From an optimization exercise on the open Yosys and OpenROAD flow, aimed at small area and a short achievable clock period; shortcuts taken in it are not production practice.
Function was checked by simulation only, so behaviour that the tests miss may differ from the original.
Power and IR drop assume default switching activity.

== run A ==
Design PE_Array, start of the top module:
module PE_Array #(
    parameter DATA_WIDTH = 8,
    parameter ARRAY_SIZE = 4,
    parameter DIAG_NUM = 2 * ARRAY_SIZE - 1,
    parameter SUM_WIDTH = 32
)(
    input [ARRAY_SIZE*DATA_WIDTH-1:0] ifm_in,
    input [ARRAY_SIZE*DATA_WIDTH-1:0] w_in,
    input clk,
    input rst_n,
    input [DIAG_NUM-1:0] done,
    output [ARRAY_SIZE*DATA_WIDTH-1:0] ifm_pass,
    output [ARRAY_SIZE*DATA_WIDTH-1:0] w_pass,
    output [ARRAY_SIZE*ARRAY_SIZE*SUM_WIDTH-1:0] psum_out
);
==> flow/config.mk <==
export PLATFORM = sky130hd
export DESIGN_NAME = PE_Array
export DESIGN_NICKNAME = PE_Array
export VERILOG_FILES = /design/flow/design.v
export SDC_FILE = /design/flow/constraint.sdc
export NUM_CORES = 4
export LEC_CHECK = 0
export CAP_MARGIN = 20
export CORE_MARGIN = 2
export CORE_UTILIZATION = 40
export CTS_BUF_LIST = sky130_fd_sc_hd__clkbuf_4 sky130_fd_sc_hd__clkbuf_8
export SETUP_SLACK_MARGIN = 3.2
export SLEW_MARGIN = 20
==> flow/constraint.sdc <==
create_clock -name core_clock -period 7.0 [get_ports {clk}]
set_input_delay 1.4000 -clock core_clock [delete_from_list [all_inputs] [get_ports {clk}]]
set_output_delay 1.4000 -clock core_clock [all_outputs]
set_load 0.01 [all_outputs]
standard.sh (not shown) runs the stock make flow with config.mk's settings and CLKGATE_MAP_FILE= SYNTH_SCRIPT=/design/flow/synth_recipe.tcl, a recipe that flattens the netlist after the stock synthesis.
==> flow/flow/run.sh <==
#!/bin/bash
# Own layout flow: the standard synthesis unchanged, then the standard
# ORFS layout with two changes: the port buffers are the smallest plain
# buffer (buffer_ports would otherwise pick the 10 um2 clkdlybuf4s50_1 delay
# cell), and clock tree synthesis uses larger sink clusters and no dummy loads.
set -euo pipefail
bash standard.sh synth > synth.log 2>&1
bash standard.sh "BUFFER_PORTS_ARGS=-buffer_cell sky130_fd_sc_hd__buf_1" \
  "CTS_ARGS=-sink_clustering_enable -repair_clock_nets -sink_clustering_size 30 -sink_clustering_max_diameter 80 -buf_list {sky130_fd_sc_hd__clkbuf_8 sky130_fd_sc_hd__clkbuf_16} -dont_use_dummy_load" \
  finish > layout.log 2>&1
Run A was carried through to the last stage, and its layout satisfied the timing, design-rule and antenna checks.
Relative to run A, the following input files were edited for run B:
Settings: SETUP_SLACK_MARGIN now 2.5, was 3.2.
Notes after the runs:
Changes observed in run B relative to run A: CTS buffer count fell about 2.4%, area added between synthesis and finish down 11 points, multi-input logic portion of the cell area saw a decrease.
The via count reported for run B is lower than the one for run A.
Time the worst path needs with I/O delays and setup: run A and run B compared, higher one is run B
The met1 wire length in run A is 1.05 times that in run B.
Row clock buffer count in the final layout: run B lower / run A higher
The following lists how run C was set up differently from run B:
Settings: SETUP_SLACK_MARGIN now 0.2, was 2.5.
==> comparison <==
The clock-buffer cell count of run C is lower than that of run B.
In terms of proportion of power drawn by the clock network, run B and run C differ only marginally.
Setup slack: run C less than run B
Summary of run C over run B: utilization decreased 1.2 points, worst slack at placement decreased 110 ps, met1 layer wirelength in the final routing decreased 1.5%.
Diff run C..run B | vias per cell | negligible
The cell area after placement of run B and that of run C are within noise of each other.
register to register as the start-to-end type of the worst setup path was reported by run C, and input port to register by run B.
Of run C and run B, the run reporting the higher met2 capacity usage during global routing was run C.
Diff run C and run B: number of non-filler instances in the completed layout lower in run C
Input-level comparison between run D and run C:
==> flow/flow/run.sh <==
#!/bin/bash
# Own layout flow: the standard synthesis unchanged, then the standard
# ORFS layout with the port buffers made from the smallest plain buffer
# (buffer_ports would otherwise pick the 10 um2 clkdlybuf4s50_1 delay cell).
set -euo pipefail
bash standard.sh synth > synth.log 2>&1
bash standard.sh "BUFFER_PORTS_ARGS=-buffer_cell sky130_fd_sc_hd__buf_1" finish > layout.log 2>&1
[summary]
- Compared run C against run D; flop-to-flop setup slack within noise.
- Re non-clock buffer count: no difference whatsoever between run C and run D.
- | clock-pin slew on the worst setup and hold paths | run D vs run C | 20 ps lower |
- Diff run C -> run D: final cell area excluding filler cells rose by 2100 um2, data required time of the worst path rose by 250 ps.
- From run C to run D the numbers moved as follows: average wire length per cell after detail routing -0.24 um; power +7.6%; overall track demand over capacity in global routing went up 0.29 points; global routing usage on met1 comparable; first-iteration DRC count higher.
- The power share of the clock group number comes out higher for run D vs run C.

-- afterwards: timing with drivers on the ports --
In the flow no input, the clock included, has a driving cell. The finished layouts below were timed again as built, in two steps. Step 1 (the two cells are an assumption about what drives the block):
set clk [get_ports {clk}]
set_driving_cell -lib_cell sky130_fd_sc_hd__clkbuf_16 $clk
set_driving_cell -lib_cell sky130_fd_sc_hd__buf_2 [delete_from_list [all_inputs] $clk]
Step 2 moves the port delays by t, midway between the first and last clock arrival at a register: inputs arrive t later, outputs are due t later. That takes back most of the time a late clock gives input paths. a / b / c = no drivers / after step 1 / after step 2; a / b = the first two.
run	shift t [ns]	setup slack, ns	cell pins on the clock port's net
run A	0.766	2.569 / 2.582 / 1.816	1
run B	0.753	2.409 / 2.411 / 1.658	1
run C	0.777	1.973 / 1.973 / 1.245	1
run D	0.996	1.978 / 1.926 / 1.179	1
After both steps setup and hold are still met in every run listed. For run D, which loses most, drivers alone change the setup slack by -0.052 ns; drivers and shift together by -0.799 ns.
